Background: an optimization exercise with open tools, aiming at small area. Do not read the settings as production practice.
For this run, only the layout was checked, not whether the RTL still works.
Power is estimated from default activity; no workload was simulated.

==> design/flow/flow/run.sh <==
#!/bin/bash
set -e
cd "$(dirname "$0")/.."
cp standard.sh standard_sh_copy.txt
export CTS_ARGS="$(cat flow/cts_args.txt)"
echo "CTS_ARGS=$CTS_ARGS" > flow_settings.log
bash standard.sh > standard.log 2>&1
==> design/flow/flow/cts_args.txt <==
-sink_clustering_enable -repair_clock_nets -sink_buffer_max_cap_derate 1.0 -dont_use_dummy_load -buf_list sky130_fd_sc_hd__clkbuf_4 -sink_clustering_size 12 -sink_clustering_max_diameter 40
==> design/flow/standard.sh <==
#!/bin/bash
# synth_recipe.tcl (not shown) runs the flow's synth.tcl, then flattens the netlist and writes it again
# the make line also repeats each setting of config.mk as NAME=value (left out here)
make -C /OpenROAD-flow-scripts/flow DESIGN_CONFIG=/design/flow/config.mk WORK_HOME=/design/flow/orfs CLKGATE_MAP_FILE= SYNTH_SCRIPT=/design/flow/synth_recipe.tcl "${@:-finish}"
==> design/flow/config.mk <==
export PLATFORM = sky130hd
export DESIGN_NAME = fir_filter
export DESIGN_NICKNAME = fir_filter
export VERILOG_FILES = /design/flow/design.v
export SDC_FILE = /design/flow/constraint.sdc
export NUM_CORES = 4
export LEC_CHECK = 0
export ABC_AREA = 1
export CAP_MARGIN = 20
export CORE_MARGIN = 2
export CORE_UTILIZATION = 40
export GPL_TIMING_DRIVEN = 0
export SLEW_MARGIN = 20
==> design/flow/constraint.sdc <==
create_clock -name core_clock -period 8.0 [get_ports {clk}]
set_input_delay 1.6000 -clock core_clock [delete_from_list [all_inputs] [get_ports {clk}]]
set_output_delay 1.6000 -clock core_clock [all_outputs]
set_load 0.01 [all_outputs]
==> design/flow/design.v <==
`timescale 1ns/1ns
module fir_filter (
    input clk,     
    input rst,     
    input signed  [16-1 : 0] input_sig,
    input ready,
    output signed [16-1 : 0] filtred_sig
);
reg [128*16-1 : 0] ring;
reg [6:0] cnt;         
reg [6:0] kidx;        
reg [7:0] ph;          
reg pending;
reg signed [16-1 : 0] stage;
reg [12:0] ncoef;      
reg [27:0] acc;
reg c7, c14, c21;
reg [16-1 : 0] res;
reg res_l, res_c14, res_c21;
wire accept = !rst && ready && (cnt == 7'd127);
wire use_stage = pending && (kidx == 7'd1);
wire [16-1 : 0] head = use_stage ? stage : ring[16-1 : 0];
wire clr = (ph == 8'd1);
wire [27:0] acc_sel = clr ? 28'd0 : acc;
wire csel7 = !clr && c7;
wire csel14 = !clr && c14;
wire csel21 = !clr && c21;
wire [6:0] kidx_n = rst ? 7'd1 : kidx + 7'd1 + {6'd0, accept};
wire [7:0] ph_n = rst ? 8'd129 : accept ? 8'd1 : (ph == 8'd129) ? ph : ph + 8'd1;
wire active_n = (ph_n != 8'd0) && (ph_n <= 8'd128);
wire [12:0] coef = ~ncoef;
wire [5:0] fidx_n = kidx_n[6] ? ~kidx_n[5:0] : kidx_n[5:0];
reg signed [12:0] fc;
always @(*) begin
    case (fidx_n)
    6'd0: fc = 13'sd1;
    6'd1: fc = 13'sd1;
    6'd2: fc = 13'sd1;
    6'd3: fc = 13'sd1;
    6'd4: fc = -13'sd1;
    6'd5: fc = -13'sd2;
    6'd6: fc = -13'sd4;
    6'd7: fc = -13'sd4;
    6'd8: fc = -13'sd2;
    6'd9: fc = 13'sd2;
    6'd10: fc = 13'sd6;
    6'd11: fc = 13'sd9;
    6'd12: fc = 13'sd8;
    6'd13: fc = 13'sd4;
    6'd14: fc = -13'sd4;
    6'd15: fc = -13'sd13;
    6'd16: fc = -13'sd18;
    6'd17: fc = -13'sd16;
    6'd18: fc = -13'sd7;
    6'd19: fc = 13'sd8;
    6'd20: fc = 13'sd23;
    6'd21: fc = 13'sd32;
    6'd22: fc = 13'sd29;
    6'd23: fc = 13'sd12;
    6'd24: fc = -13'sd14;
    6'd25: fc = -13'sd39;
    6'd26: fc = -13'sd54;
    6'd27: fc = -13'sd48;
    6'd28: fc = -13'sd20;
    6'd29: fc = 13'sd22;
    6'd30: fc = 13'sd63;
    6'd31: fc = 13'sd85;
    6'd32: fc = 13'sd75;
    6'd33: fc = 13'sd31;
    6'd34: fc = -13'sd34;
    6'd35: fc = -13'sd97;
    6'd36: fc = -13'sd131;
    6'd37: fc = -13'sd115;
    6'd38: fc = -13'sd48;
    6'd39: fc = 13'sd52;
    6'd40: fc = 13'sd147;
    6'd41: fc = 13'sd197;
    6'd42: fc = 13'sd173;
    6'd43: fc = 13'sd72;
    6'd44: fc = -13'sd78;
    6'd45: fc = -13'sd221;
    6'd46: fc = -13'sd298;
    6'd47: fc = -13'sd262;
    6'd48: fc = -13'sd109;
    6'd49: fc = 13'sd120;
    6'd50: fc = 13'sd344;
    6'd51: fc = 13'sd469;
    6'd52: fc = 13'sd421;
    6'd53: fc = 13'sd179;
    6'd54: fc = -13'sd201;
    6'd55: fc = -13'sd596;
    6'd56: fc = -13'sd846;
    6'd57: fc = -13'sd798;
    6'd58: fc = -13'sd364;
    6'd59: fc = 13'sd448;
    6'd60: fc = 13'sd1517;
    6'd61: fc = 13'sd2638;
    6'd62: fc = 13'sd3568;
    6'd63: fc = 13'sd4095;
    default: fc = 13'sd0;
    endcase
end
wire [14:0] pp0 = head[14:0] & {15{coef[0]}};
wire ppn0 = ~(head[15] & coef[0]);
wire [14:0] pp1 = head[14:0] & {15{coef[1]}};
wire ppn1 = ~(head[15] & coef[1]);
wire [14:0] pp2 = head[14:0] & {15{coef[2]}};
wire ppn2 = ~(head[15] & coef[2]);
wire [14:0] pp3 = head[14:0] & {15{coef[3]}};
wire ppn3 = ~(head[15] & coef[3]);
wire [14:0] pp4 = head[14:0] & {15{coef[4]}};
wire ppn4 = ~(head[15] & coef[4]);
wire [14:0] pp5 = head[14:0] & {15{coef[5]}};
wire ppn5 = ~(head[15] & coef[5]);
wire [14:0] pp6 = head[14:0] & {15{coef[6]}};
wire ppn6 = ~(head[15] & coef[6]);
wire [14:0] pp7 = head[14:0] & {15{coef[7]}};
wire ppn7 = ~(head[15] & coef[7]);
wire [14:0] pp8 = head[14:0] & {15{coef[8]}};
wire ppn8 = ~(head[15] & coef[8]);
wire [14:0] pp9 = head[14:0] & {15{coef[9]}};
wire ppn9 = ~(head[15] & coef[9]);
wire [14:0] pp10 = head[14:0] & {15{coef[10]}};
wire ppn10 = ~(head[15] & coef[10]);
wire [14:0] pp11 = head[14:0] & {15{coef[11]}};
wire ppn11 = ~(head[15] & coef[11]);
wire [14:0] pq = ~(head[14:0] & {15{coef[12]}});
wire pt = head[15] & coef[12];
wire k12 = ~acc_sel[12];
wire k15 = ~acc_sel[15];
wire hs0 = k12 ^ pp0[12];
wire hc0 = k12 & pp0[12];
wire fs0 = acc_sel[12] ^ acc_sel[13] ^ pp0[13];
wire fc0 = (acc_sel[12] & acc_sel[13]) | (pp0[13] & (acc_sel[12] ^ acc_sel[13]));
wire hs1 = pp1[12] ^ pp2[11];
wire hc1 = pp1[12] & pp2[11];
wire fs1 = acc_sel[14] ^ pp0[14] ^ pp1[13];
wire fc1 = (acc_sel[14] & pp0[14]) | (pp1[13] & (acc_sel[14] ^ pp0[14]));
wire hs2 = pp2[12] ^ pp3[11];
wire hc2 = pp2[12] & pp3[11];
wire fs2 = k15 ^ ppn0 ^ pp1[14];
wire fc2 = (k15 & ppn0) | (pp1[14] & (k15 ^ ppn0));
wire hs3 = pp2[13] ^ pp3[12];
wire hc3 = pp2[13] & pp3[12];
wire fs3 = acc_sel[15] ^ acc_sel[16] ^ ppn1;
wire fc3 = (acc_sel[15] & acc_sel[16]) | (ppn1 & (acc_sel[15] ^ acc_sel[16]));
wire hs4 = pp2[14] ^ pp3[13];
wire hc4 = pp2[14] & pp3[13];
wire hs5 = acc_sel[17] ^ ppn2;
wire hc5 = acc_sel[17] & ppn2;
wire hs6 = acc_sel[8] ^ pp0[8];
wire hc6 = acc_sel[8] & pp0[8];
wire fs4 = acc_sel[9] ^ pp0[9] ^ pp1[8];
wire fc4 = (acc_sel[9] & pp0[9]) | (pp1[8] & (acc_sel[9] ^ pp0[9]));
wire hs7 = pp2[7] ^ pp3[6];
wire hc7 = pp2[7] & pp3[6];
wire fs5 = acc_sel[10] ^ pp0[10] ^ pp1[9];
wire fc5 = (acc_sel[10] & pp0[10]) | (pp1[9] & (acc_sel[10] ^ pp0[10]));
wire fs6 = pp2[8] ^ pp3[7] ^ pp4[6];
wire fc6 = (pp2[8] & pp3[7]) | (pp4[6] & (pp2[8] ^ pp3[7]));
wire hs8 = pp5[5] ^ pp6[4];
wire hc8 = pp5[5] & pp6[4];
wire fs7 = acc_sel[11] ^ pp0[11] ^ pp1[10];
wire fc7 = (acc_sel[11] & pp0[11]) | (pp1[10] & (acc_sel[11] ^ pp0[11]));
wire fs8 = pp2[9] ^ pp3[8] ^ pp4[7];
wire fc8 = (pp2[9] & pp3[8]) | (pp4[7] & (pp2[9] ^ pp3[8]));
wire fs9 = pp5[6] ^ pp6[5] ^ pp7[4];
wire fc9 = (pp5[6] & pp6[5]) | (pp7[4] & (pp5[6] ^ pp6[5]));
wire hs9 = pp8[3] ^ pp9[2];
wire hc9 = pp8[3] & pp9[2];
wire fs10 = pp1[11] ^ pp2[10] ^ pp3[9];
wire fc10 = (pp1[11] & pp2[10]) | (pp3[9] & (pp1[11] ^ pp2[10]));
wire fs11 = pp4[8] ^ pp5[7] ^ pp6[6];
wire fc11 = (pp4[8] & pp5[7]) | (pp6[6] & (pp4[8] ^ pp5[7]));
wire fs12 = pp7[5] ^ pp8[4] ^ pp9[3];
wire fc12 = (pp7[5] & pp8[4]) | (pp9[3] & (pp7[5] ^ pp8[4]));
wire fs13 = pp10[2] ^ pp11[1] ^ pq[0];
wire fc13 = (pp10[2] & pp11[1]) | (pq[0] & (pp10[2] ^ pp11[1]));
wire fs14 = pp3[10] ^ pp4[9] ^ pp5[8];
wire fc14 = (pp3[10] & pp4[9]) | (pp5[8] & (pp3[10] ^ pp4[9]));
wire fs15 = pp6[7] ^ pp7[6] ^ pp8[5];
wire fc15 = (pp6[7] & pp7[6]) | (pp8[5] & (pp6[7] ^ pp7[6]));
wire fs16 = pp9[4] ^ pp10[3] ^ pp11[2];
wire fc16 = (pp9[4] & pp10[3]) | (pp11[2] & (pp9[4] ^ pp10[3]));
wire fs17 = pq[1] ^ hc0 ^ fs0;
wire fc17 = (pq[1] & hc0) | (fs0 & (pq[1] ^ hc0));
wire fs18 = pp4[10] ^ pp5[9] ^ pp6[8];
wire fc18 = (pp4[10] & pp5[9]) | (pp6[8] & (pp4[10] ^ pp5[9]));
wire fs19 = pp7[7] ^ pp8[6] ^ pp9[5];
wire fc19 = (pp7[7] & pp8[6]) | (pp9[5] & (pp7[7] ^ pp8[6]));
wire fs20 = pp10[4] ^ pp11[3] ^ pq[2];
wire fc20 = (pp10[4] & pp11[3]) | (pq[2] & (pp10[4] ^ pp11[3]));
wire fs21 = fc0 ^ hc1 ^ fs1;
wire fc21 = (fc0 & hc1) | (fs1 & (fc0 ^ hc1));
wire fs22 = pp4[11] ^ pp5[10] ^ pp6[9];
wire fc22 = (pp4[11] & pp5[10]) | (pp6[9] & (pp4[11] ^ pp5[10]));
wire fs23 = pp7[8] ^ pp8[7] ^ pp9[6];
wire fc23 = (pp7[8] & pp8[7]) | (pp9[6] & (pp7[8] ^ pp8[7]));
wire fs24 = pp10[5] ^ pp11[4] ^ pq[3];
wire fc24 = (pp10[5] & pp11[4]) | (pq[3] & (pp10[5] ^ pp11[4]));
wire fs25 = fc1 ^ hc2 ^ fs2;
wire fc25 = (fc1 & hc2) | (fs2 & (fc1 ^ hc2));
wire fs26 = pp4[12] ^ pp5[11] ^ pp6[10];
wire fc26 = (pp4[12] & pp5[11]) | (pp6[10] & (pp4[12] ^ pp5[11]));
wire fs27 = pp7[9] ^ pp8[8] ^ pp9[7];
wire fc27 = (pp7[9] & pp8[8]) | (pp9[7] & (pp7[9] ^ pp8[8]));
wire fs28 = pp10[6] ^ pp11[5] ^ pq[4];
wire fc28 = (pp10[6] & pp11[5]) | (pq[4] & (pp10[6] ^ pp11[5]));
wire fs29 = fc2 ^ hc3 ^ fs3;
wire fc29 = (fc2 & hc3) | (fs3 & (fc2 ^ hc3));
wire fs30 = pp3[14] ^ pp4[13] ^ pp5[12];
wire fc30 = (pp3[14] & pp4[13]) | (pp5[12] & (pp3[14] ^ pp4[13]));
wire fs31 = pp6[11] ^ pp7[10] ^ pp8[9];
wire fc31 = (pp6[11] & pp7[10]) | (pp8[9] & (pp6[11] ^ pp7[10]));
wire fs32 = pp9[8] ^ pp10[7] ^ pp11[6];
wire fc32 = (pp9[8] & pp10[7]) | (pp11[6] & (pp9[8] ^ pp10[7]));
wire fs33 = pq[5] ^ fc3 ^ hc4;
wire fc33 = (pq[5] & fc3) | (hc4 & (pq[5] ^ fc3));
wire fs34 = acc_sel[18] ^ ppn3 ^ pp4[14];
wire fc34 = (acc_sel[18] & ppn3) | (pp4[14] & (acc_sel[18] ^ ppn3));
wire fs35 = pp5[13] ^ pp6[12] ^ pp7[11];
wire fc35 = (pp5[13] & pp6[12]) | (pp7[11] & (pp5[13] ^ pp6[12]));
wire fs36 = pp8[10] ^ pp9[9] ^ pp10[8];
wire fc36 = (pp8[10] & pp9[9]) | (pp10[8] & (pp8[10] ^ pp9[9]));
wire hs10 = pp11[7] ^ pq[6];
wire hc10 = pp11[7] & pq[6];
wire fs37 = acc_sel[19] ^ ppn4 ^ pp5[14];
wire fc37 = (acc_sel[19] & ppn4) | (pp5[14] & (acc_sel[19] ^ ppn4));
wire fs38 = pp6[13] ^ pp7[12] ^ pp8[11];
wire fc38 = (pp6[13] & pp7[12]) | (pp8[11] & (pp6[13] ^ pp7[12]));
wire hs11 = pp9[10] ^ pp10[9];
wire hc11 = pp9[10] & pp10[9];
wire fs39 = acc_sel[20] ^ ppn5 ^ pp6[14];
wire fc39 = (acc_sel[20] & ppn5) | (pp6[14] & (acc_sel[20] ^ ppn5));
wire hs12 = pp7[13] ^ pp8[12];
wire hc12 = pp7[13] & pp8[12];
wire hs13 = acc_sel[21] ^ ppn6;
wire hc13 = acc_sel[21] & ppn6;
wire hs14 = acc_sel[5] ^ pp0[5];
wire hc14 = acc_sel[5] & pp0[5];
wire fs40 = acc_sel[6] ^ pp0[6] ^ pp1[5];
wire fc40 = (acc_sel[6] & pp0[6]) | (pp1[5] & (acc_sel[6] ^ pp0[6]));
wire hs15 = pp2[4] ^ pp3[3];
wire hc15 = pp2[4] & pp3[3];
wire fs41 = acc_sel[7] ^ pp0[7] ^ pp1[6];
wire fc41 = (acc_sel[7] & pp0[7]) | (pp1[6] & (acc_sel[7] ^ pp0[7]));
wire fs42 = pp2[5] ^ pp3[4] ^ pp4[3];
wire fc42 = (pp2[5] & pp3[4]) | (pp4[3] & (pp2[5] ^ pp3[4]));
wire hs16 = pp5[2] ^ pp6[1];
wire hc16 = pp5[2] & pp6[1];
wire fs43 = pp1[7] ^ pp2[6] ^ pp3[5];
wire fc43 = (pp1[7] & pp2[6]) | (pp3[5] & (pp1[7] ^ pp2[6]));
wire fs44 = pp4[4] ^ pp5[3] ^ pp6[2];
wire fc44 = (pp4[4] & pp5[3]) | (pp6[2] & (pp4[4] ^ pp5[3]));
wire fs45 = pp7[1] ^ pp8[0] ^ hs6;
wire fc45 = (pp7[1] & pp8[0]) | (hs6 & (pp7[1] ^ pp8[0]));
wire fs46 = pp4[5] ^ pp5[4] ^ pp6[3];
wire fc46 = (pp4[5] & pp5[4]) | (pp6[3] & (pp4[5] ^ pp5[4]));
wire fs47 = pp7[2] ^ pp8[1] ^ pp9[0];
wire fc47 = (pp7[2] & pp8[1]) | (pp9[0] & (pp7[2] ^ pp8[1]));
wire fs48 = hc6 ^ fs4 ^ hs7;
wire fc48 = (hc6 & fs4) | (hs7 & (hc6 ^ fs4));
wire fs49 = pp7[3] ^ pp8[2] ^ pp9[1];
wire fc49 = (pp7[3] & pp8[2]) | (pp9[1] & (pp7[3] ^ pp8[2]));
wire fs50 = pp10[0] ^ fc4 ^ hc7;
wire fc50 = (pp10[0] & fc4) | (hc7 & (pp10[0] ^ fc4));
wire fs51 = fs5 ^ fs6 ^ hs8;
wire fc51 = (fs5 & fs6) | (hs8 & (fs5 ^ fs6));
wire fs52 = pp10[1] ^ pp11[0] ^ fc5;
wire fc52 = (pp10[1] & pp11[0]) | (fc5 & (pp10[1] ^ pp11[0]));
wire fs53 = fc6 ^ hc8 ^ fs7;
wire fc53 = (fc6 & hc8) | (fs7 & (fc6 ^ hc8));
wire fs54 = fs8 ^ fs9 ^ hs9;
wire fc54 = (fs8 & fs9) | (hs9 & (fs8 ^ fs9));
wire fs55 = fc7 ^ fc8 ^ fc9;
wire fc55 = (fc7 & fc8) | (fc9 & (fc7 ^ fc8));
wire fs56 = hc9 ^ fs10 ^ fs11;
wire fc56 = (hc9 & fs10) | (fs11 & (hc9 ^ fs10));
wire fs57 = fs12 ^ fs13 ^ hs0;
wire fc57 = (fs12 & fs13) | (hs0 & (fs12 ^ fs13));
wire fs58 = fc10 ^ fc11 ^ fc12;
wire fc58 = (fc10 & fc11) | (fc12 & (fc10 ^ fc11));
wire fs59 = fc13 ^ fs14 ^ fs15;
wire fc59 = (fc13 & fs14) | (fs15 & (fc13 ^ fs14));
wire fs60 = fs16 ^ hs1 ^ fs17;
wire fc60 = (fs16 & hs1) | (fs17 & (fs16 ^ hs1));
wire fs61 = fc14 ^ fc15 ^ fc16;
wire fc61 = (fc14 & fc15) | (fc16 & (fc14 ^ fc15));
wire fs62 = fs18 ^ fs19 ^ fs20;
wire fc62 = (fs18 & fs19) | (fs20 & (fs18 ^ fs19));
wire fs63 = hs2 ^ fc17 ^ fs21;
wire fc63 = (hs2 & fc17) | (fs21 & (hs2 ^ fc17));
wire fs64 = fc18 ^ fc19 ^ fc20;
wire fc64 = (fc18 & fc19) | (fc20 & (fc18 ^ fc19));
wire fs65 = fs22 ^ fs23 ^ fs24;
wire fc65 = (fs22 & fs23) | (fs24 & (fs22 ^ fs23));
wire fs66 = hs3 ^ fc21 ^ fs25;
wire fc66 = (hs3 & fc21) | (fs25 & (hs3 ^ fc21));
wire fs67 = fc22 ^ fc23 ^ fc24;
wire fc67 = (fc22 & fc23) | (fc24 & (fc22 ^ fc23));
wire fs68 = fs26 ^ fs27 ^ fs28;
wire fc68 = (fs26 & fs27) | (fs28 & (fs26 ^ fs27));
wire fs69 = hs4 ^ fc25 ^ fs29;
wire fc69 = (hs4 & fc25) | (fs29 & (hs4 ^ fc25));
wire fs70 = fc26 ^ fc27 ^ fc28;
wire fc70 = (fc26 & fc27) | (fc28 & (fc26 ^ fc27));
wire fs71 = fs30 ^ fs31 ^ fs32;
wire fc71 = (fs30 & fs31) | (fs32 & (fs30 ^ fs31));
wire fs72 = hs5 ^ fc29 ^ fs33;
wire fc72 = (hs5 & fc29) | (fs33 & (hs5 ^ fc29));
wire fs73 = fc30 ^ fc31 ^ fc32;
wire fc73 = (fc30 & fc31) | (fc32 & (fc30 ^ fc31));
wire fs74 = fs34 ^ fs35 ^ fs36;
wire fc74 = (fs34 & fs35) | (fs36 & (fs34 ^ fs35));
wire fs75 = hs10 ^ hc5 ^ fc33;
wire fc75 = (hs10 & hc5) | (fc33 & (hs10 ^ hc5));
wire fs76 = pp11[8] ^ pq[7] ^ fc34;
wire fc76 = (pp11[8] & pq[7]) | (fc34 & (pp11[8] ^ pq[7]));
wire fs77 = fc35 ^ fc36 ^ hc10;
wire fc77 = (fc35 & fc36) | (hc10 & (fc35 ^ fc36));
wire fs78 = fs37 ^ fs38 ^ hs11;
wire fc78 = (fs37 & fs38) | (hs11 & (fs37 ^ fs38));
wire fs79 = pp9[11] ^ pp10[10] ^ pp11[9];
wire fc79 = (pp9[11] & pp10[10]) | (pp11[9] & (pp9[11] ^ pp10[10]));
wire fs80 = pq[8] ^ fc37 ^ fc38;
wire fc80 = (pq[8] & fc37) | (fc38 & (pq[8] ^ fc37));
wire fs81 = hc11 ^ fs39 ^ hs12;
wire fc81 = (hc11 & fs39) | (hs12 & (hc11 ^ fs39));
wire fs82 = pp7[14] ^ pp8[13] ^ pp9[12];
wire fc82 = (pp7[14] & pp8[13]) | (pp9[12] & (pp7[14] ^ pp8[13]));
wire fs83 = pp10[11] ^ pp11[10] ^ pq[9];
wire fc83 = (pp10[11] & pp11[10]) | (pq[9] & (pp10[11] ^ pp11[10]));
wire fs84 = fc39 ^ hc12 ^ hs13;
wire fc84 = (fc39 & hc12) | (hs13 & (fc39 ^ hc12));
wire fs85 = acc_sel[22] ^ ppn7 ^ pp8[14];
wire fc85 = (acc_sel[22] & ppn7) | (pp8[14] & (acc_sel[22] ^ ppn7));
wire fs86 = pp9[13] ^ pp10[12] ^ pp11[11];
wire fc86 = (pp9[13] & pp10[12]) | (pp11[11] & (pp9[13] ^ pp10[12]));
wire hs17 = pq[10] ^ hc13;
wire hc17 = pq[10] & hc13;
wire fs87 = acc_sel[23] ^ ppn8 ^ pp9[14];
wire fc87 = (acc_sel[23] & ppn8) | (pp9[14] & (acc_sel[23] ^ ppn8));
wire hs18 = pp10[13] ^ pp11[12];
wire hc18 = pp10[13] & pp11[12];
wire hs19 = acc_sel[24] ^ ppn9;
wire hc19 = acc_sel[24] & ppn9;
wire hs20 = acc_sel[3] ^ pp0[3];
wire hc20 = acc_sel[3] & pp0[3];
wire fs88 = acc_sel[4] ^ pp0[4] ^ pp1[3];
wire fc88 = (acc_sel[4] & pp0[4]) | (pp1[3] & (acc_sel[4] ^ pp0[4]));
wire hs21 = pp2[2] ^ pp3[1];
wire hc21 = pp2[2] & pp3[1];
wire fs89 = pp1[4] ^ pp2[3] ^ pp3[2];
wire fc89 = (pp1[4] & pp2[3]) | (pp3[2] & (pp1[4] ^ pp2[3]));
wire fs90 = pp4[1] ^ pp5[0] ^ hs14;
wire fc90 = (pp4[1] & pp5[0]) | (hs14 & (pp4[1] ^ pp5[0]));
wire fs91 = pp4[2] ^ pp5[1] ^ pp6[0];
wire fc91 = (pp4[2] & pp5[1]) | (pp6[0] & (pp4[2] ^ pp5[1]));
wire fs92 = hc14 ^ fs40 ^ hs15;
wire fc92 = (hc14 & fs40) | (hs15 & (hc14 ^ fs40));
wire fs93 = pp7[0] ^ fc40 ^ hc15;
wire fc93 = (pp7[0] & fc40) | (hc15 & (pp7[0] ^ fc40));
wire fs94 = fs41 ^ fs42 ^ hs16;
wire fc94 = (fs41 & fs42) | (hs16 & (fs41 ^ fs42));
wire fs95 = fc41 ^ fc42 ^ hc16;
wire fc95 = (fc41 & fc42) | (hc16 & (fc41 ^ fc42));
wire fs96 = fs43 ^ fs44 ^ fs45;
wire fc96 = (fs43 & fs44) | (fs45 & (fs43 ^ fs44));
wire fs97 = fc43 ^ fc44 ^ fs46;
wire fc97 = (fc43 & fc44) | (fs46 & (fc43 ^ fc44));
wire fs98 = fs47 ^ fc45 ^ fs48;
wire fc98 = (fs47 & fc45) | (fs48 & (fs47 ^ fc45));
wire fs99 = fc46 ^ fc47 ^ fs49;
wire fc99 = (fc46 & fc47) | (fs49 & (fc46 ^ fc47));
wire fs100 = fc48 ^ fs50 ^ fs51;
wire fc100 = (fc48 & fs50) | (fs51 & (fc48 ^ fs50));
wire fs101 = fc49 ^ fc50 ^ fc51;
wire fc101 = (fc49 & fc50) | (fc51 & (fc49 ^ fc50));
wire fs102 = fs52 ^ fs53 ^ fs54;
wire fc102 = (fs52 & fs53) | (fs54 & (fs52 ^ fs53));
wire fs103 = fc52 ^ fc53 ^ fc54;
wire fc103 = (fc52 & fc53) | (fc54 & (fc52 ^ fc53));
wire fs104 = fs55 ^ fs56 ^ fs57;
wire fc104 = (fs55 & fs56) | (fs57 & (fs55 ^ fs56));
wire fs105 = fc55 ^ fc56 ^ fc57;
wire fc105 = (fc55 & fc56) | (fc57 & (fc55 ^ fc56));
wire fs106 = fs58 ^ fs59 ^ fs60;
wire fc106 = (fs58 & fs59) | (fs60 & (fs58 ^ fs59));
wire fs107 = fc58 ^ fc59 ^ fs61;
wire fc107 = (fc58 & fc59) | (fs61 & (fc58 ^ fc59));
wire fs108 = fs62 ^ fc60 ^ fs63;
wire fc108 = (fs62 & fc60) | (fs63 & (fs62 ^ fc60));
wire fs109 = fc61 ^ fc62 ^ fs64;
wire fc109 = (fc61 & fc62) | (fs64 & (fc61 ^ fc62));
wire fs110 = fs65 ^ fc63 ^ fs66;
wire fc110 = (fs65 & fc63) | (fs66 & (fs65 ^ fc63));
wire fs111 = fc64 ^ fc65 ^ fs67;
wire fc111 = (fc64 & fc65) | (fs67 & (fc64 ^ fc65));
wire fs112 = fs68 ^ fc66 ^ fs69;
wire fc112 = (fs68 & fc66) | (fs69 & (fs68 ^ fc66));
wire fs113 = fc67 ^ fc68 ^ fs70;
wire fc113 = (fc67 & fc68) | (fs70 & (fc67 ^ fc68));
wire fs114 = fs71 ^ fc69 ^ fs72;
wire fc114 = (fs71 & fc69) | (fs72 & (fs71 ^ fc69));
wire fs115 = fc70 ^ fc71 ^ fs73;
wire fc115 = (fc70 & fc71) | (fs73 & (fc70 ^ fc71));
wire fs116 = fs74 ^ fc72 ^ fs75;
wire fc116 = (fs74 & fc72) | (fs75 & (fs74 ^ fc72));
wire fs117 = fc73 ^ fc74 ^ fs76;
wire fc117 = (fc73 & fc74) | (fs76 & (fc73 ^ fc74));
wire fs118 = fs77 ^ fs78 ^ fc75;
wire fc118 = (fs77 & fs78) | (fc75 & (fs77 ^ fs78));
wire fs119 = fs79 ^ fc76 ^ fc77;
wire fc119 = (fs79 & fc76) | (fc77 & (fs79 ^ fc76));
wire fs120 = fc78 ^ fs80 ^ fs81;
wire fc120 = (fc78 & fs80) | (fs81 & (fc78 ^ fs80));
wire fs121 = fc79 ^ fs82 ^ fs83;
wire fc121 = (fc79 & fs82) | (fs83 & (fc79 ^ fs82));
wire fs122 = fc80 ^ fc81 ^ fs84;
wire fc122 = (fc80 & fc81) | (fs84 & (fc80 ^ fc81));
wire fs123 = fc82 ^ fc83 ^ fs85;
wire fc123 = (fc82 & fc83) | (fs85 & (fc82 ^ fc83));
wire fs124 = fs86 ^ fc84 ^ hs17;
wire fc124 = (fs86 & fc84) | (hs17 & (fs86 ^ fc84));
wire fs125 = pq[11] ^ fc85 ^ fc86;
wire fc125 = (pq[11] & fc85) | (fc86 & (pq[11] ^ fc85));
wire fs126 = fs87 ^ hs18 ^ hc17;
wire fc126 = (fs87 & hs18) | (hc17 & (fs87 ^ hs18));
wire fs127 = pp10[14] ^ pp11[13] ^ pq[12];
wire fc127 = (pp10[14] & pp11[13]) | (pq[12] & (pp10[14] ^ pp11[13]));
wire fs128 = fc87 ^ hc18 ^ hs19;
wire fc128 = (fc87 & hc18) | (hs19 & (fc87 ^ hc18));
wire fs129 = acc_sel[25] ^ ppn10 ^ pp11[14];
wire fc129 = (acc_sel[25] & ppn10) | (pp11[14] & (acc_sel[25] ^ ppn10));
wire hs22 = pq[13] ^ hc19;
wire hc22 = pq[13] & hc19;
wire hs23 = acc_sel[26] ^ ppn11;
wire hc23 = acc_sel[26] & ppn11;
wire hs24 = acc_sel[2] ^ pp0[2];
wire hc24 = acc_sel[2] & pp0[2];
wire fs130 = pp1[2] ^ pp2[1] ^ pp3[0];
wire fc130 = (pp1[2] & pp2[1]) | (pp3[0] & (pp1[2] ^ pp2[1]));
wire fs131 = pp4[0] ^ hc20 ^ fs88;
wire fc131 = (pp4[0] & hc20) | (fs88 & (pp4[0] ^ hc20));
wire fs132 = fc88 ^ hc21 ^ fs89;
wire fc132 = (fc88 & hc21) | (fs89 & (fc88 ^ hc21));
wire fs133 = fc89 ^ fs91 ^ fc90;
wire fc133 = (fc89 & fs91) | (fc90 & (fc89 ^ fs91));
wire fs134 = fc91 ^ fc92 ^ fs93;
wire fc134 = (fc91 & fc92) | (fs93 & (fc91 ^ fc92));
wire fs135 = fc93 ^ fc94 ^ fs95;
wire fc135 = (fc93 & fc94) | (fs95 & (fc93 ^ fc94));
wire fs136 = fc95 ^ fs97 ^ fc96;
wire fc136 = (fc95 & fs97) | (fc96 & (fc95 ^ fs97));
wire fs137 = fc97 ^ fs99 ^ fc98;
wire fc137 = (fc97 & fs99) | (fc98 & (fc97 ^ fs99));
wire fs138 = fc99 ^ fc100 ^ fs101;
wire fc138 = (fc99 & fc100) | (fs101 & (fc99 ^ fc100));
wire fs139 = fc101 ^ fc102 ^ fs103;
wire fc139 = (fc101 & fc102) | (fs103 & (fc101 ^ fc102));
wire fs140 = fc103 ^ fc104 ^ fs105;
wire fc140 = (fc103 & fc104) | (fs105 & (fc103 ^ fc104));
wire fs141 = fc105 ^ fs107 ^ fc106;
wire fc141 = (fc105 & fs107) | (fc106 & (fc105 ^ fs107));
wire fs142 = fc107 ^ fs109 ^ fc108;
wire fc142 = (fc107 & fs109) | (fc108 & (fc107 ^ fs109));
wire fs143 = fc109 ^ fs111 ^ fc110;
wire fc143 = (fc109 & fs111) | (fc110 & (fc109 ^ fs111));
wire fs144 = fc111 ^ fs113 ^ fc112;
wire fc144 = (fc111 & fs113) | (fc112 & (fc111 ^ fs113));
wire fs145 = fc113 ^ fs115 ^ fc114;
wire fc145 = (fc113 & fs115) | (fc114 & (fc113 ^ fs115));
wire fs146 = fc115 ^ fs117 ^ fc116;
wire fc146 = (fc115 & fs117) | (fc116 & (fc115 ^ fs117));
wire fs147 = fc117 ^ fs119 ^ fs120;
wire fc147 = (fc117 & fs119) | (fs120 & (fc117 ^ fs119));
wire fs148 = fs121 ^ fc119 ^ fc120;
wire fc148 = (fs121 & fc119) | (fc120 & (fs121 ^ fc119));
wire fs149 = fc121 ^ fs123 ^ fc122;
wire fc149 = (fc121 & fs123) | (fc122 & (fc121 ^ fs123));
wire fs150 = fc123 ^ fs125 ^ fc124;
wire fc150 = (fc123 & fs125) | (fc124 & (fc123 ^ fs125));
wire fs151 = fs127 ^ fc125 ^ fs128;
wire fc151 = (fs127 & fc125) | (fs128 & (fs127 ^ fc125));
wire fs152 = fc127 ^ fs129 ^ fc128;
wire fc152 = (fc127 & fs129) | (fc128 & (fc127 ^ fs129));
wire fs153 = pq[14] ^ fc129 ^ hs23;
wire fc153 = (pq[14] & fc129) | (hs23 & (pq[14] ^ fc129));
wire hs25 = acc_sel[27] ^ pt;
wire hc25 = acc_sel[27] & pt;
wire hs26 = acc_sel[1] ^ pp0[1];
wire hc26 = acc_sel[1] & pp0[1];
wire fs154 = pp1[1] ^ pp2[0] ^ hs24;
wire fc154 = (pp1[1] & pp2[0]) | (hs24 & (pp1[1] ^ pp2[0]));
wire fs155 = hc24 ^ fs130 ^ hs20;
wire fc155 = (hc24 & fs130) | (hs20 & (hc24 ^ fs130));
wire fs156 = fc130 ^ hs21 ^ fs131;
wire fc156 = (fc130 & hs21) | (fs131 & (fc130 ^ hs21));
wire fs157 = fc131 ^ fs132 ^ fs90;
wire fc157 = (fc131 & fs132) | (fs90 & (fc131 ^ fs132));
wire fs158 = fc132 ^ fs92 ^ fs133;
wire fc158 = (fc132 & fs92) | (fs133 & (fc132 ^ fs92));
wire fs159 = fs94 ^ fc133 ^ fs134;
wire fc159 = (fs94 & fc133) | (fs134 & (fs94 ^ fc133));
wire fs160 = fc134 ^ fs135 ^ fs96;
wire fc160 = (fc134 & fs135) | (fs96 & (fc134 ^ fs135));
wire fs161 = fc135 ^ fs98 ^ fs136;
wire fc161 = (fc135 & fs98) | (fs136 & (fc135 ^ fs98));
wire fs162 = fs100 ^ fc136 ^ fs137;
wire fc162 = (fs100 & fc136) | (fs137 & (fs100 ^ fc136));
wire fs163 = fs102 ^ fc137 ^ fs138;
wire fc163 = (fs102 & fc137) | (fs138 & (fs102 ^ fc137));
wire fs164 = fs104 ^ fc138 ^ fs139;
wire fc164 = (fs104 & fc138) | (fs139 & (fs104 ^ fc138));
wire fs165 = fc139 ^ fs140 ^ fs106;
wire fc165 = (fc139 & fs140) | (fs106 & (fc139 ^ fs140));
wire fs166 = fc140 ^ fs108 ^ fs141;
wire fc166 = (fc140 & fs108) | (fs141 & (fc140 ^ fs108));
wire fs167 = fs110 ^ fc141 ^ fs142;
wire fc167 = (fs110 & fc141) | (fs142 & (fs110 ^ fc141));
wire fs168 = fs112 ^ fc142 ^ fs143;
wire fc168 = (fs112 & fc142) | (fs143 & (fs112 ^ fc142));
wire fs169 = fs114 ^ fc143 ^ fs144;
wire fc169 = (fs114 & fc143) | (fs144 & (fs114 ^ fc143));
wire fs170 = fs116 ^ fc144 ^ fs145;
wire fc170 = (fs116 & fc144) | (fs145 & (fs116 ^ fc144));
wire fs171 = fs118 ^ fc145 ^ fs146;
wire fc171 = (fs118 & fc145) | (fs146 & (fs118 ^ fc145));
wire fs172 = fs147 ^ fc118 ^ fc146;
wire fc172 = (fs147 & fc118) | (fc146 & (fs147 ^ fc118));
wire fs173 = fs122 ^ fc147 ^ fs148;
wire fc173 = (fs122 & fc147) | (fs148 & (fs122 ^ fc147));
wire fs174 = fs124 ^ fc148 ^ fs149;
wire fc174 = (fs124 & fc148) | (fs149 & (fs124 ^ fc148));
wire fs175 = fs126 ^ fc149 ^ fs150;
wire fc175 = (fs126 & fc149) | (fs150 & (fs126 ^ fc149));
wire fs176 = fs151 ^ fc126 ^ fc150;
wire fc176 = (fs151 & fc126) | (fc150 & (fs151 ^ fc126));
wire fs177 = hs22 ^ fc151 ^ fs152;
wire fc177 = (hs22 & fc151) | (fs152 & (hs22 ^ fc151));
wire fs178 = fs153 ^ hc22 ^ fc152;
wire fc178 = (fs153 & hc22) | (fc152 & (fs153 ^ hc22));
wire fs179 = hs25 ^ hc23 ^ fc153;
wire fc179 = (hs25 & hc23) | (fc153 & (hs25 ^ hc23));
wire hs27 = acc_sel[0] ^ pp0[0];
wire hc27 = acc_sel[0] & pp0[0];
wire fs180 = hs26 ^ pp1[0] ^ hc27;
wire fc180 = (hs26 & pp1[0]) | (hc27 & (hs26 ^ pp1[0]));
wire fs181 = hc26 ^ fs154 ^ fc180;
wire fc181 = (hc26 & fs154) | (fc180 & (hc26 ^ fs154));
wire fs182 = fc154 ^ fs155 ^ fc181;
wire fc182 = (fc154 & fs155) | (fc181 & (fc154 ^ fs155));
wire fs183 = fc155 ^ fs156 ^ fc182;
wire fc183 = (fc155 & fs156) | (fc182 & (fc155 ^ fs156));
wire fs184 = fc156 ^ fs157 ^ fc183;
wire fc184 = (fc156 & fs157) | (fc183 & (fc156 ^ fs157));
wire fs185 = fc157 ^ fs158 ^ fc184;
wire fc185 = (fc157 & fs158) | (fc184 & (fc157 ^ fs158));
wire cout7 = fc185;
wire fs186 = fc158 ^ fs159 ^ csel7;
wire fc186 = (fc158 & fs159) | (csel7 & (fc158 ^ fs159));
wire fs187 = fc159 ^ fs160 ^ fc186;
wire fc187 = (fc159 & fs160) | (fc186 & (fc159 ^ fs160));
wire fs188 = fc160 ^ fs161 ^ fc187;
wire fc188 = (fc160 & fs161) | (fc187 & (fc160 ^ fs161));
wire fs189 = fc161 ^ fs162 ^ fc188;
wire fc189 = (fc161 & fs162) | (fc188 & (fc161 ^ fs162));
wire fs190 = fc162 ^ fs163 ^ fc189;
wire fc190 = (fc162 & fs163) | (fc189 & (fc162 ^ fs163));
wire fs191 = fc163 ^ fs164 ^ fc190;
wire fc191 = (fc163 & fs164) | (fc190 & (fc163 ^ fs164));
wire fs192 = fc164 ^ fs165 ^ fc191;
wire fc192 = (fc164 & fs165) | (fc191 & (fc164 ^ fs165));
wire cout14 = fc192;
wire fs193 = fc165 ^ fs166 ^ csel14;
wire fc193 = (fc165 & fs166) | (csel14 & (fc165 ^ fs166));
wire fs194 = fc166 ^ fs167 ^ fc193;
wire fc194 = (fc166 & fs167) | (fc193 & (fc166 ^ fs167));
wire fs195 = fc167 ^ fs168 ^ fc194;
wire fc195 = (fc167 & fs168) | (fc194 & (fc167 ^ fs168));
wire fs196 = fc168 ^ fs169 ^ fc195;
wire fc196 = (fc168 & fs169) | (fc195 & (fc168 ^ fs169));
wire fs197 = fc169 ^ fs170 ^ fc196;
wire fc197 = (fc169 & fs170) | (fc196 & (fc169 ^ fs170));
wire fs198 = fc170 ^ fs171 ^ fc197;
wire fc198 = (fc170 & fs171) | (fc197 & (fc170 ^ fs171));
wire fs199 = fc171 ^ fs172 ^ fc198;
wire fc199 = (fc171 & fs172) | (fc198 & (fc171 ^ fs172));
wire cout21 = fc199;
wire fs200 = fc172 ^ fs173 ^ csel21;
wire fc200 = (fc172 & fs173) | (csel21 & (fc172 ^ fs173));
wire fs201 = fc173 ^ fs174 ^ fc200;
wire fc201 = (fc173 & fs174) | (fc200 & (fc173 ^ fs174));
wire fs202 = fc174 ^ fs175 ^ fc201;
wire fc202 = (fc174 & fs175) | (fc201 & (fc174 ^ fs175));
wire fs203 = fc175 ^ fs176 ^ fc202;
wire fc203 = (fc175 & fs176) | (fc202 & (fc175 ^ fs176));
wire fs204 = fc176 ^ fs177 ^ fc203;
wire fc204 = (fc176 & fs177) | (fc203 & (fc176 ^ fs177));
wire fs205 = fc177 ^ fs178 ^ fc204;
wire fc205 = (fc177 & fs178) | (fc204 & (fc177 ^ fs178));
wire fs206 = fc178 ^ fs179 ^ fc205;
wire fc206 = (fc178 & fs179) | (fc205 & (fc178 ^ fs179));
wire [27:0] sum = {fs206, fs205, fs204, fs203, fs202, fs201, fs200, fs199, fs198, fs197, fs196, fs195, fs194, fs193, fs192, fs191, fs190, fs189, fs188, fs187, fs186, fs185, fs184, fs183, fs182, fs181, fs180, hs27};
always @(posedge clk) begin
    ring <= {head, ring[128*16-1 : 16]};
    acc <= sum;
    c7 <= cout7;
    c14 <= cout14;
    c21 <= cout21;
    ncoef <= (active_n && kidx_n != 7'd124 && kidx_n != 7'd125) ? ~fc : 13'h1fff;
    kidx <= kidx_n;
    ph <= ph_n;
    if (rst) begin
        cnt <= 7'd127;
        pending <= 1'b0;
    end
    else begin
        if (ready)
            cnt <= cnt + 7'd1;
        if (accept) begin
            pending <= 1'b1;
            stage <= input_sig;
        end
        else if (use_stage)
            pending <= 1'b0;
    end
    if (accept) begin
        res <= sum[27:12];
        res_c14 <= cout14;
        res_c21 <= cout21;
        res_l <= cout7 && (sum[11:7] == 5'h1f);
    end
end
wire os0 = res[0] ^ res_l;
wire oc0 = res[0] & res_l;
wire os1 = res[1] ^ oc0;
wire oc1 = res[1] & oc0;
wire os2 = res[2] ^ res_c14 ^ oc1;
wire oc2 = (res[2] & res_c14) | (oc1 & (res[2] ^ res_c14));
wire os3 = res[3] ^ oc2;
wire oc3 = res[3] & oc2;
wire os4 = res[4] ^ oc3;
wire oc4 = res[4] & oc3;
wire os5 = res[5] ^ oc4;
wire oc5 = res[5] & oc4;
wire os6 = res[6] ^ oc5;
wire oc6 = res[6] & oc5;
wire os7 = res[7] ^ oc6;
wire oc7 = res[7] & oc6;
wire os8 = res[8] ^ oc7;
wire oc8 = res[8] & oc7;
wire os9 = res[9] ^ res_c21 ^ oc8;
wire oc9 = (res[9] & res_c21) | (oc8 & (res[9] ^ res_c21));
wire os10 = res[10] ^ oc9;
wire oc10 = res[10] & oc9;
wire os11 = res[11] ^ oc10;
wire oc11 = res[11] & oc10;
wire os12 = res[12] ^ oc11;
wire oc12 = res[12] & oc11;
wire os13 = res[13] ^ oc12;
wire oc13 = res[13] & oc12;
wire os14 = res[14] ^ oc13;
wire oc14 = res[14] & oc13;
wire os15 = res[15] ^ oc14;
wire oc15 = res[15] & oc14;
assign filtred_sig = {os15, os14, os13, os12, os11, os10, os9, os8, os7, os6, os5, os4, os3, os2, os1, os0};
endmodule
==> results.toml <==
[status]
outcome = "complete, no violations"

[timing]
period_share_pct = 95.8
min_period_ns = 7.66
worst_pin_slew_ns = 0.910
finClkSkew_ns = 0.0813
maxSlewViolCount = 0
fmax_ghz = 0.130
setup_viol = 0
relSlewSlack_pct = 39.3
finalHoldViolCount = 0

[route]
vias_per_cell = 3.97
detail-route-antenna-nets = 0
post_drt_wl_per_cell_um = 12.7
vias = 21400
first_pass_iters = 5
drt_iter0_drc = 1132
drc = 0
drt-total-wl_um = 68400

[floorplan]
start_util_pct = 40.1
die_area_um2 = 134000
dieWidth_um = 367
core_um2 = 131000
rows = 133
die_h_um = 367
io_pins = 35

[global_route]
first_global_vias = 22200
grt_overflow = 0
grt_antenna_before_repair = 4
grt_pass1_wl_um = 115000
grt_max_degree = 20
gr-usage-all-layers_pct = 10.7

[clocking]
cts.path.max_buffers = 3
cts_tree = "done"
clockRootBuffer = "clkbuf_4"
cts_hold_buf = 0
clkSlewWorstSetupHoldPaths_ns = 0.11
cts_buffers = 205
clk-insertion-delay-late_ns = 1.07
h-tree-depth = 4
clock-sinks = 2150

[power_and_ir_drop]
p_leak_uw = 0.0231
total_power_uw = 18100
powerDensity_nw_per_um2 = 319
ir_worst_vdd_mv = 0.232

[worst_setup_path]
path_class = "register to register"
cp-start-kind = "register"
required_ns = 8.79
path_cells = "inv_1 > nor4_4 > nand2_2 > buf_4 > o21ai_2 > clkinv_1 > nand2_1 > fa_1 > fa_1 > inv_1 > fa_1 > fa_1 > fa_1 > inv_1 > fa_1 > fa_1 > fa_1 > inv_1 > fa_1 > inv_1 > fa_1 > inv_1 > fa_1 > fa_1"
crit_slowest_cell = "clkinv_1"
arrival_ns = 8.45
path_delay_family = "adder cells"
critPathMostFrequentCell = "fa_1"
end_kind = "register"
critical_path.max_stage_delay_ns = 0.61
critical_path_buf_inv_count = 8
crit_fanout = 10

[synthesis]
yosysSeqAreaShare_pct = 82.5
yosys_warnings = 1
netlist_instances = 3378
ys_types = 44
ys_ff_latch = 2150
postSynthAreaPerCell_um2 = 15.6
synth_edf_count = 35
synth_top_area_share_pct = 80.5
synthTopCellsByArea = "dfxtp_1, fa_1, inv_1"
synth_flop_cell = "dfxtp_1"
async_flop_share_pct = 0
synth_nets = 3656
synth_area_um2 = 52600
synth_top_area_cell = "dfxtp_1"

[placement]
numPortBuffers = 33
globalplace.congestion = 0.893
place_hpwl_um = 42800

[final_layout]
final_common_cell = "dfxtp_1"
drive_gt1_share_pct = 9.32
area_growth_pct = 8.10
finalNetCount = 3907
multi_input_area_um2 = 7720
regArea_um2 = 43400
most-common-layout-cells = "dfxtp_1, inv_1, nand2_1"
fin_util_pct = 43.4
fillerInstances = 11900

[flow_run]
maxCapViolCount = 0

[min_path]
hold_class = "register to register"
## per-stage QoR
| step | area, um2 | TNS, ns | worst slack [ns] | instances | hold WS (ns) |
|---|---|---|---|---|---|
| floorplan | 52600 | 0 | 0.703 | 3378 | 0.310 |
| global placement | 55100 | -0.851 | -0.306 | 5166 | 0.310 |
| detailed placement | 55100 | -0.811 | -0.316 | 5166 | 0.312 |
| CTS | 56700 | 0 | 0.0336 | 5372 | 0.251 |
| global route | 56800 | -0.00554 | -0.00554 | 5386 | 0.226 |
| finish | 56800 | 0 | 0.337 | 5386 | 0.250 |
## final timing paths
kind,startpoint,to,slack (ns),cells after the start
hold / removal,ring[29],ring[13],0.25,0
hold reg to reg,ring[29],ring[13],0.25,0
setup reg to reg,pending,res[8],0.34,24
setup / recovery,pending,res[8],0.34,24
## per-layer routing
metal / share of wire (%) / GRT usage [%]
met5: 0.019 / 0
met1: 50 / 15.1
met2: 41 / 15.3
met4: 2.4 / 4.47
met3: 5.9 / 3.09
## logic make-up after synthesis
group	after synthesis	synth area share, %
flops	2150	82.5
simple gates	555	4.64
buf+inv	364	2.91
fa+ha+maj	259	9.12
compound gates	40	0.614
xor+xnor	10	0.181
## area by class of cell
type / count / area share [%]
diodes: 4 / 0.0176
plain buffers: 44 / 0.572
clock buffers: 205 / 2.71
inverters: 319 / 2.13
multi-input cells: 865 / 13.6
flip-flops and latches: 2150 / 76.4
well taps: 1755 / 3.86
repair buffers: 44 / 0.771
## power by group
part	switching [uW]	total, uW	internal (uW)
clock network	2820	4000	1180
registers	108	11400	11300
logic	1560	2710	1150
total	4480	18100	13600
## state kept, by name, indices dropped and copies added, names as in the netlist
signal,cells
res,16
res_c21,1
c7,1
kidx,7
ncoef,13
res_c14,1
res_l,1
stage,16
c21,1
c14,1
ph,8
acc,28
pending,1
ring,2048
cnt,7
## repair_timing
action / in CTS / in global routing
pin swaps: 1 / 4
resized for setup: 3 / 16
setup endpoints to repair: 4 / 5
buffers inserted: 2 / 9
gates cloned: 0 / 1
endpoints found under the hold margin: 0 / 0
## cells in the mapped netlist, types with 2 or more instances
cell type and instances:
a21oi_1 7, buf_1 6, buf_2 3, buf_4 20, buf_6 10, clkbuf_1 5, clkinv_1 12, dfxtp_1 2115
edfxtp_1 35, fa_1 207, ha_1 52, inv_1 295, inv_2 11, nand2_1 278, nand2_2 22, nand2_4 9
nand3_1 73, nand3_4 2, nand4_1 10, nor2_1 141, nor2_2 2, nor2_4 2, nor3_1 3, nor3_2 2
nor4_1 2, o211ai_1 2, o21ai_0 10, o21ai_1 2, o21ai_2 11, o21ai_4 4, or2_2 5, xnor2_1 3
xor2_1 6

## re-timing with driven ports
The results above use ideal ports. As a check the final layout listed here was re-extracted and re-timed, cells and wires unchanged.
Step 1, drivers: a clkbuf_16 drives clk and a buf_2 each remaining input, both assumed.
Step 2, shift: input delay + t, output delay - t, t = (earliest + latest rising clock arrival at the registers) / 2. This alone moves slack from input paths to output paths.
Three values: no drivers, after step 1, after step 2; two values: the first two.
t (ns): 1.060
slack for setup (ns): 0.337 / 0.337 / 0.337
worst setup path at the end: register to register
latest minus earliest clock arrival (ns): 0.134 / 0.134
cell pins on the clock port's net: 1
After both steps this run still meets setup and hold. The setup slack of this run moves by 0.000 ns with the drivers and by 0.000 ns with both steps.
